This design comes from an exercise in tuning for small area, a short achievable clock period and few clock cycles per item on the open sky130 flow, not from production work.

==> inputs of v26 <==
// MyDesign
module MyDesign (
  input   wire dut_run,
  output  wire dut_busy,
  input   wire reset_b,
  input   wire clk,
  output wire        input_sram_write_enable,
  output wire [11:0] input_sram_write_addresss,
  output wire [15:0] input_sram_write_data,
  output reg  [11:0] input_sram_read_address,
  input  wire [15:0] input_sram_read_data,
  output wire        output_sram_write_enable,
  output reg  [11:0] output_sram_write_addresss,
  output wire [15:0] output_sram_write_data,
  output wire [11:0] output_sram_read_address,
  input  wire [15:0] output_sram_read_data,
  output wire        scratchpad_sram_write_enable,
  output wire [11:0] scratchpad_sram_write_addresss,
  output wire [15:0] scratchpad_sram_write_data,
  output wire [11:0] scratchpad_sram_read_address,
  input  wire [15:0] scratchpad_sram_read_data,
  output wire        weights_sram_write_enable,
  output wire [11:0] weights_sram_write_addresss,
  output wire [15:0] weights_sram_write_data,
  output wire [11:0] weights_sram_read_address,
  input  wire [15:0] weights_sram_read_data
);
  assign input_sram_write_enable   = 1'b0;
  assign input_sram_write_addresss = 12'd0;
  ...
==> flow/config.mk <==
export PLATFORM = sky130hd
export DESIGN_NAME = MyDesign
export DESIGN_NICKNAME = MyDesign
export VERILOG_FILES = /design/flow/design.v
export SDC_FILE = /design/flow/constraint.sdc
export NUM_CORES = 4
export LEC_CHECK = 0
export CAP_MARGIN = 70
export CORE_MARGIN = 2
export CORE_UTILIZATION = 60
export CTS_CLUSTER_SIZE = 30
export SLEW_MARGIN = 70
export SYNTH_HIERARCHICAL = 1
==> flow/constraint.sdc <==
create_clock -name core_clock -period 12.0 [get_ports {clk}]
set_input_delay 2.4000 -clock core_clock [delete_from_list [all_inputs] [get_ports {clk}]]
set_output_delay 2.4000 -clock core_clock [all_outputs]
set_load 0.01 [all_outputs]
run.sh (not shown) runs the stock make flow with config.mk's settings and CLKGATE_MAP_FILE= SYNTH_SCRIPT=/design/flow/synth_recipe.tcl, a recipe that flattens the netlist after the stock synthesis.
==> inputs of v2, as changes to v26 <==
--- a/flow/design.v
+++ b/flow/design.v
@@ -1710,13 +1710,13 @@
   wire t590, t591;
   ha_bit u592 (.a(i[54]), .b(t588), .s(t590), .co(t591));
   assign o = {t591, t589, t587, t585, t590, t583, t581, t579, t586, t577, t569, t580, t567, t578, t551, t568, t549, t566, t527, t550, t525, t548, t526, t495, t497, t524, t461, t494, t496, t459, t460, t421, t419, t458, t420, t418, t377, t416, t376, t374, t372, t331, t330, t332, t293, t295, t292, t294, t263, t261, t237, t235, t262, t260, t236, t216, t202, t194};
 endmodule
 module fin (
   input  wire [57:0] i,
-  output wire [6:0] r
+  output wire [8:0] r
 );
   wire t0, t1;
   fa_bit u2 (.a(i[4]), .b(i[5]), .c(i[6]), .s(t0), .co(t1));
   wire t2, t3;
   fa_bit u4 (.a(i[8]), .b(i[9]), .c(i[10]), .s(t2), .co(t3));
   wire t4, t5;
@@ -1769,13 +1769,13 @@
   wire t51 = i[56] | i[57];
   wire t52, t53;
   ha_bit u54 (.a(t50), .b(t47), .s(t52), .co(t53));
   wire [18:0] qa = {t51, t52, t45, t41, t37, t33, t29, t25, t21, t17, t13, t9, t5, t2, i[7], i[3], i[2], i[1], i[0]};
   wire [18:0] qb = {t53, t49, t48, t44, t40, t36, t32, t28, t24, t20, t16, t12, t8, t4, t0, 1'b0, 1'b0, 1'b0, 1'b0};
   wire [18:0] s = ~qa + ~qb;
-  assign r = s[18] ? 7'd0 : (|s[17:7] ? 7'd127 : s[6:0]);
+  assign r = {s[18], |s[17:7], s[6:0]};
 endmodule
 module fa_bit (input wire a, b, c, output wire s, co);
   assign s  = a ^ b ^ c;
   assign co = (a & b) | (a & c) | (b & c);
 endmodule
 module ha_bit (input wire a, b, output wire s, co);
@@ -1828,12 +1828,14 @@
   reg  [15:0] XRo, XAo;           
   reg         weo;                
   reg         xv, xh, xlast, xn4;
   reg  [5:0]  xr;
   reg  [4:0]  xj;
   wire        endd = busy & xh & (&XR);
+  reg  [11:0] ira;                
+  reg  [4:0]  spra;               
   reg  [6:0]  wra;                
   reg  [4:0]  jA, jB, jC, jD;     
   always @(posedge clk) begin
     if (!reset_b) begin
       busy  <= 1'b0;
       weo   <= 1'b0;
@@ -1856,14 +1858,14 @@
         end else
           pv <= av;
       end
     end
   end
   always @(posedge clk) begin
-    if (av) input_sram_read_address <= input_sram_read_address + 12'd1;
-    else    input_sram_read_address <= 12'd0;
+    if (av) ira <= ira + 12'd1;
+    else    ira <= 12'd0;
     if (!busy)              wcnt <= 3'd0;
     else if (wcnt != 3'd6)  wcnt <= wcnt + 3'd1;
     if (!busy)              wra <= 7'd0;
     else if (wcnt < 3'd4)   wra <= {4'd0, wcnt + 3'd1};
     else                    wra <= {2'b10, pj};
     if (!pv)
@@ -1878,12 +1880,25 @@
       if (lastrow) ph <= 1'b1;
       else         pr <= pr + 6'd1;
     end else
       pj <= pj + 5'd1;
   end
   always @(posedge clk) begin
+    if (!reset_b) begin
+      input_sram_read_address <= 12'd0;
+      spra <= 5'd0;
+    end else begin
+      if (av) input_sram_read_address <= ira + 12'd1;
+      else    input_sram_read_address <= 12'd0;
+      if (pv) begin
+        if (ph | lastcol) spra <= 5'd0;
+        else              spra <= pj + 5'd1;
+      end
+    end
+  end
+  always @(posedge clk) begin
     XR  <= input_sram_read_data;
     XRp <= XR;
     XA  <= scratchpad_sram_read_data;
     XAp <= XA;
     XB  <= weights_sram_read_data;
     XBp <= XB;
@@ -1904,13 +1919,13 @@
       XAo <= 16'd0;
     end else begin
       XRo <= input_sram_read_data;
       XAo <= scratchpad_sram_read_data;
     end
   end
-  assign scratchpad_sram_read_address   = {7'd0, pj};
+  assign scratchpad_sram_read_address   = {7'd0, spra};
   assign scratchpad_sram_write_enable   = weo;
   assign scratchpad_sram_write_addresss = {7'd0, xj};
   assign scratchpad_sram_write_data     = XRo;
   assign weights_sram_read_address      = {5'd0, wra};
   assign weights_sram_write_enable      = weo;
   assign weights_sram_write_addresss    = {7'b0000010, jA};
@@ -1941,38 +1956,42 @@
   mac_s3 m3b (.x0(XBp[7:0]), .x1(XB[15:8]), .x2(XB[7:0]),  .g0(k00), .g1(k01), .g2(k02), .i(P2b), .o(s3b));
   always @(posedge clk) begin
     P1a <= s1a; P1b <= s1b;
     P2a <= s2a; P2b <= s2b;
     P3a <= s3a; P3b <= s3b;
   end
-  wire [6:0] r0, r1;
+  wire [8:0] r0, r1;
   fin f0 (.i(P3a), .r(r0));
   fin f1 (.i(P3b), .r(r1));
-  reg  [6:0]  R0, R1;
+  reg  [8:0]  R0, R1;
   always @(posedge clk) begin
     R0 <= r0;
     R1 <= r1;
   end
-  wire [6:0]  H = (R1 > R0) ? R1 : R0;
   reg [4:0] T1, T2, T3, T4;
   wire [4:0] T0 = {xv & (|xr[5:1]) & (|xj), ~xr[0], xr[1] ^ xj[0], xlast, xn4};
   always @(posedge clk) begin
     if (!reset_b) begin
       T1 <= 5'd0; T2 <= 5'd0; T3 <= 5'd0; T4 <= 5'd0;
     end else begin
       T1 <= T0; T2 <= T1; T3 <= T2; T4 <= T3;
     end
   end
-  wire t_ov = T4[4], t_even = T4[3], t_par = T4[2], t_last = T4[1], t_n4 = T4[0];
+  wire t_ov = T4[4], t_even = T4[3], t_par = T4[2], t_last = T4[1];
   reg  [6:0]  Creg, Hhold, pend;
   reg  [11:0] oaddr;
   reg         owe;
   reg  [6:0]  owh, owl;
-  wire [6:0]  cv   = t_n4 ? Hhold : Creg;
-  wire [6:0]  item = (H > cv) ? H : cv;
-  always @(posedge clk) Creg <= output_sram_read_data[14:8];
+  wire [6:0]  c0 = R0[8] ? 7'd0 : (R0[7] ? 7'd127 : R0[6:0]);
+  wire [6:0]  c1 = R1[8] ? 7'd0 : (R1[7] ? 7'd127 : R1[6:0]);
+  wire        g01 = c0 > c1;
+  wire        g0c = c0 > Creg;
+  wire        g1c = c1 > Creg;
+  wire [6:0]  H    = g01 ? c0 : c1;
+  wire [6:0]  item = (g01 & g0c) ? c0 : ((~g01 & g1c) ? c1 : Creg);
+  always @(posedge clk) Creg <= T3[0] ? Hhold : output_sram_read_data[14:8];
   always @(posedge clk) begin
     if (!reset_b) begin
       owe <= 1'b0;
     end else begin
       owe <= t_ov & (t_even | t_par | t_last);
     end
==> inputs of v31, as changes to v26 <==
--- a/flow/design.v
+++ b/flow/design.v
@@ -1710,13 +1710,13 @@
   wire t590, t591;
   ha_bit u592 (.a(i[54]), .b(t588), .s(t590), .co(t591));
   assign o = {t591, t589, t587, t585, t590, t583, t581, t579, t586, t577, t569, t580, t567, t578, t551, t568, t549, t566, t527, t550, t525, t548, t526, t495, t497, t524, t461, t494, t496, t459, t460, t421, t419, t458, t420, t418, t377, t416, t376, t374, t372, t331, t330, t332, t293, t295, t292, t294, t263, t261, t237, t235, t262, t260, t236, t216, t202, t194};
 endmodule
 module fin (
   input  wire [57:0] i,
-  output wire [6:0] r
+  output wire [8:0] r
 );
   wire t0, t1;
   fa_bit u2 (.a(i[4]), .b(i[5]), .c(i[6]), .s(t0), .co(t1));
   wire t2, t3;
   fa_bit u4 (.a(i[8]), .b(i[9]), .c(i[10]), .s(t2), .co(t3));
   wire t4, t5;
@@ -1769,13 +1769,13 @@
   wire t51 = i[56] | i[57];
   wire t52, t53;
   ha_bit u54 (.a(t50), .b(t47), .s(t52), .co(t53));
   wire [18:0] qa = {t51, t52, t45, t41, t37, t33, t29, t25, t21, t17, t13, t9, t5, t2, i[7], i[3], i[2], i[1], i[0]};
   wire [18:0] qb = {t53, t49, t48, t44, t40, t36, t32, t28, t24, t20, t16, t12, t8, t4, t0, 1'b0, 1'b0, 1'b0, 1'b0};
   wire [18:0] s = ~qa + ~qb;
-  assign r = s[18] ? 7'd0 : (|s[17:7] ? 7'd127 : s[6:0]);
+  assign r = {s[18], |s[17:7], s[6:0]};
 endmodule
 module fa_bit (input wire a, b, c, output wire s, co);
   assign s  = a ^ b ^ c;
   assign co = (a & b) | (a & c) | (b & c);
 endmodule
 module ha_bit (input wire a, b, output wire s, co);
@@ -1808,13 +1808,14 @@
   output wire [11:0] weights_sram_read_address,
   input  wire [15:0] weights_sram_read_data
 );
   assign input_sram_write_enable   = 1'b0;
   assign input_sram_write_addresss = 12'd0;
   assign input_sram_write_data     = 16'd0;
-  reg        busy;
+  reg        busy;                
+  reg        run;                 
   reg        av;                  
   reg  [2:0] wcnt;                
   reg  [3:0] endsr;               
   wire       start = dut_run & ~busy;
   reg        pv, ph;
   reg  [5:0] pr;
@@ -1824,49 +1825,55 @@
   wire [5:0] rmask = {nreg[6], |nreg[6:5], |nreg[6:4], |nreg[6:3], |nreg[6:2], |nreg[6:1]};
   wire       lastcol = (pj == cmask);
   wire       lastrow = (pr == rmask);
   reg  [15:0] XR, XRp, XA, XAp, XB, XBp;
   reg  [15:0] XRo, XAo;           
   reg         weo;                
+  reg  [4:0]  spwa;               
   reg         xv, xh, xlast, xn4;
   reg  [5:0]  xr;
   reg  [4:0]  xj;
-  wire        endd = busy & xh & (&XR);
+  wire        endd = run & xh & (&XR);
+  reg  [11:0] ira;                
+  reg  [4:0]  spra;               
   reg  [6:0]  wra;                
   reg  [4:0]  jA, jB, jC, jD;     
   always @(posedge clk) begin
     if (!reset_b) begin
       busy  <= 1'b0;
+      run   <= 1'b0;
       weo   <= 1'b0;
       av    <= 1'b0;
       pv    <= 1'b0;
       endsr <= 4'd0;
     end else begin
       endsr <= {endsr[2:0], endd};
       if (start) begin
         busy  <= 1'b1;
+        run   <= 1'b1;
         weo   <= 1'b1;
         av   <= 1'b1;
         pv   <= 1'b0;
       end else begin
+        if (endsr[2]) run  <= 1'b0;
         if (endsr[3]) busy <= 1'b0;
         if (endsr[0]) weo <= 1'b0;
         if (endd) begin
           av <= 1'b0;
           pv <= 1'b0;
         end else
           pv <= av;
       end
     end
   end
   always @(posedge clk) begin
-    if (av) input_sram_read_address <= input_sram_read_address + 12'd1;
-    else    input_sram_read_address <= 12'd0;
-    if (!busy)              wcnt <= 3'd0;
+    if (av) ira <= ira + 12'd1;
+    else    ira <= 12'd0;
+    if (!run)               wcnt <= 3'd0;
     else if (wcnt != 3'd6)  wcnt <= wcnt + 3'd1;
-    if (!busy)              wra <= 7'd0;
+    if (!run)               wra <= 7'd0;
     else if (wcnt < 3'd4)   wra <= {4'd0, wcnt + 3'd1};
     else                    wra <= {2'b10, pj};
     if (!pv)
       ph <= 1'b1;
     else if (ph) begin
       ph   <= 1'b0;
@@ -1878,12 +1885,27 @@
       if (lastrow) ph <= 1'b1;
       else         pr <= pr + 6'd1;
     end else
       pj <= pj + 5'd1;
   end
   always @(posedge clk) begin
+    if (!reset_b) begin
+      input_sram_read_address <= 12'd0;
+      spra <= 5'd0;
+      spwa <= 5'd0;
+    end else begin
+      spwa <= pj;
+      if (av) input_sram_read_address <= ira + 12'd1;
+      else    input_sram_read_address <= 12'd0;
+      if (pv) begin
+        if (ph | lastcol) spra <= 5'd0;
+        else              spra <= pj + 5'd1;
+      end
+    end
+  end
+  always @(posedge clk) begin
     XR  <= input_sram_read_data;
     XRp <= XR;
     XA  <= scratchpad_sram_read_data;
     XAp <= XA;
     XB  <= weights_sram_read_data;
     XBp <= XB;
@@ -1904,15 +1926,15 @@
       XAo <= 16'd0;
     end else begin
       XRo <= input_sram_read_data;
       XAo <= scratchpad_sram_read_data;
     end
   end
-  assign scratchpad_sram_read_address   = {7'd0, pj};
+  assign scratchpad_sram_read_address   = {7'd0, spra};
   assign scratchpad_sram_write_enable   = weo;
-  assign scratchpad_sram_write_addresss = {7'd0, xj};
+  assign scratchpad_sram_write_addresss = {7'd0, spwa};
   assign scratchpad_sram_write_data     = XRo;
   assign weights_sram_read_address      = {5'd0, wra};
   assign weights_sram_write_enable      = weo;
   assign weights_sram_write_addresss    = {7'b0000010, jA};
   assign weights_sram_write_data        = XAo;
   assign output_sram_read_address       = {7'b1000000, jB};
@@ -1941,47 +1963,51 @@
   mac_s3 m3b (.x0(XBp[7:0]), .x1(XB[15:8]), .x2(XB[7:0]),  .g0(k00), .g1(k01), .g2(k02), .i(P2b), .o(s3b));
   always @(posedge clk) begin
     P1a <= s1a; P1b <= s1b;
     P2a <= s2a; P2b <= s2b;
     P3a <= s3a; P3b <= s3b;
   end
-  wire [6:0] r0, r1;
+  wire [8:0] r0, r1;
   fin f0 (.i(P3a), .r(r0));
   fin f1 (.i(P3b), .r(r1));
-  reg  [6:0]  R0, R1;
+  reg  [8:0]  R0, R1;
   always @(posedge clk) begin
     R0 <= r0;
     R1 <= r1;
   end
-  wire [6:0]  H = (R1 > R0) ? R1 : R0;
   reg [4:0] T1, T2, T3, T4;
   wire [4:0] T0 = {xv & (|xr[5:1]) & (|xj), ~xr[0], xr[1] ^ xj[0], xlast, xn4};
   always @(posedge clk) begin
     if (!reset_b) begin
       T1 <= 5'd0; T2 <= 5'd0; T3 <= 5'd0; T4 <= 5'd0;
     end else begin
       T1 <= T0; T2 <= T1; T3 <= T2; T4 <= T3;
     end
   end
-  wire t_ov = T4[4], t_even = T4[3], t_par = T4[2], t_last = T4[1], t_n4 = T4[0];
+  wire t_ov = T4[4], t_even = T4[3], t_par = T4[2], t_last = T4[1];
   reg  [6:0]  Creg, Hhold, pend;
   reg  [11:0] oaddr;
   reg         owe;
   reg  [6:0]  owh, owl;
-  wire [6:0]  cv   = t_n4 ? Hhold : Creg;
-  wire [6:0]  item = (H > cv) ? H : cv;
-  always @(posedge clk) Creg <= output_sram_read_data[14:8];
+  wire [6:0]  c0 = R0[8] ? 7'd0 : (R0[7] ? 7'd127 : R0[6:0]);
+  wire [6:0]  c1 = R1[8] ? 7'd0 : (R1[7] ? 7'd127 : R1[6:0]);
+  wire        g01 = c0 > c1;
+  wire        g0c = c0 > Creg;
+  wire        g1c = c1 > Creg;
+  wire [6:0]  H    = g01 ? c0 : c1;
+  wire [6:0]  item = (g01 & g0c) ? c0 : ((~g01 & g1c) ? c1 : Creg);
+  always @(posedge clk) Creg <= T3[0] ? Hhold : output_sram_read_data[14:8];
   always @(posedge clk) begin
     if (!reset_b) begin
       owe <= 1'b0;
     end else begin
       owe <= t_ov & (t_even | t_par | t_last);
     end
   end
   always @(posedge clk) begin
-    if (!busy) oaddr <= 12'd0;
+    if (!run) oaddr <= 12'd0;
     if (t_ov) begin
       if (t_even) begin
         Hhold <= H;
         owh   <= H;
         output_sram_write_addresss <= {7'b1000000, jD};
       end else begin
==> flow/flow/run.sh (new file) <==
#!/bin/bash
# The standard layout (the standard.sh, standard synthesis unchanged), with
# the port buffers inserted by buffer_ports made from buf_2 cells instead of
# the default choice. Each tool's output goes to ORFS's own logs under orfs/;
# this script's output goes to run_flow.log.
set -euo pipefail
export BUFFER_PORTS_ARGS="-buffer_cell sky130_fd_sc_hd__buf_2"
bash standard.sh > run_flow.log 2>&1
==> flow/standard.sh (new file) <==
#!/bin/bash
# synth_recipe.tcl (not shown) runs the flow's synth.tcl, then flattens the netlist and writes it again
# the make line also repeats each setting of config.mk as NAME=value (left out here)
make -C /OpenROAD-flow-scripts/flow DESIGN_CONFIG=/design/flow/config.mk WORK_HOME=/design/flow/orfs CLKGATE_MAP_FILE= SYNTH_SCRIPT=/design/flow/synth_recipe.tcl "${@:-finish}"
- CTS_CLUSTER_DIAMETER: default -> 150
- CTS_CLUSTER_SIZE: 30 -> 25
removed: flow/run.sh
==> run summary <==
# TYPE chip_impl_metric gauge
chip_impl_metric{name="grt_max_degree",unit=""} 57
chip_impl_metric{name="die_x",unit="um"} 298
chip_impl_metric{name="critical_path_peak_fanout",unit=""} 9
chip_impl_info{name="reg2reg_to",value="R0[0]"} 1
chip_impl_metric{name="wl_met3",unit="um"} 9810
chip_impl_metric{name="fmax",unit="MHz"} 241
chip_impl_info{name="run_status",value="no timing/DRC/antenna violations"} 1
chip_impl_info{name="setup.worst_path.end_class",value="output pin"} 1
chip_impl_metric{name="max_stage_delay",unit="ps"} 600
chip_impl_metric{name="place_worst_setup_slack",unit="ps"} 7900
chip_impl_metric{name="core_area",unit="mm^2"} 0.0855
The numbers above come from v26.

==> run summary <==
# TYPE chip_impl_metric gauge
chip_impl_metric{name="place_worst_setup_slack",unit="ps"} 8270
chip_impl_info{name="setup.worst_path.end_class",value="flip-flop"} 1
chip_impl_metric{name="max_stage_delay",unit="ps"} 580
chip_impl_info{name="run_status",value="no timing/DRC/antenna violations"} 1
chip_impl_metric{name="core_area",unit="mm^2"} 0.0870
chip_impl_metric{name="fmax",unit="MHz"} 262
The numbers above come from v31.

==> run summary <==
# TYPE chip_impl_metric gauge
chip_impl_metric{name="die_x",unit="um"} 300
chip_impl_info{name="worstPathCellList",value="clkdlybuf4s50_1"} 1
chip_impl_metric{name="place_worst_setup_slack",unit="ps"} 8380
chip_impl_info{name="run_status",value="no timing/DRC/antenna violations"} 1
chip_impl_info{name="setup.worst_path.end_class",value="output pin"} 1
chip_impl_metric{name="final-max-slew-violation-count",unit=""} 0
chip_impl_metric{name="grt_use_met1",unit=""} 0.402
chip_impl_metric{name="wl_met3",unit="um"} 9210
chip_impl_metric{name="fmax",unit="MHz"} 235
chip_impl_metric{name="detailedRoute.firstIterationViolations",unit=""} 2255
chip_impl_metric{name="critical_path_peak_fanout",unit=""} 15
chip_impl_info{name="reg2reg_to",value="R0[7]"} 1
chip_impl_metric{name="max_stage_delay",unit="ps"} 620
The numbers above come from v2.

No run of this note included a check of the RTL's function; only the layout flow was run.

-- afterwards: timing with drivers on the ports --
No port has a modelled driver above. Below, the same layouts with a new extraction and two added sets of constraints.
Step 1 (the two cells are an assumption about what drives the block):
set clk [get_ports {clk}]
set_driving_cell -lib_cell sky130_fd_sc_hd__clkbuf_16 $clk
set_driving_cell -lib_cell sky130_fd_sc_hd__buf_2 [delete_from_list [all_inputs] $clk]
Step 2 adds t to the input delays and takes it off the output delays; t is the mean of the earliest and latest rising clock arrival at the registers after step 1. Input paths then give back, and output paths get back, about the clock's delay inside the block.
a / b / c = ideal / step 1 / step 2; a / b = the first two.
| run | t (ns) | setup slack, ns | worst hold slack (ns) |
|---|---|---|---|
| v26 | 0.695 | 7.842 / 7.775 / 7.876 | 0.326 / 0.326 / 0.326 |
| v2 | 0.723 | 7.753 / 7.684 / 8.362 | 0.326 / 0.326 / 0.326 |
| v31 | 0.665 | 8.186 / 8.186 / 8.186 | 0.331 / 0.331 / 0.331 |
After both steps every run listed still meets setup and hold.
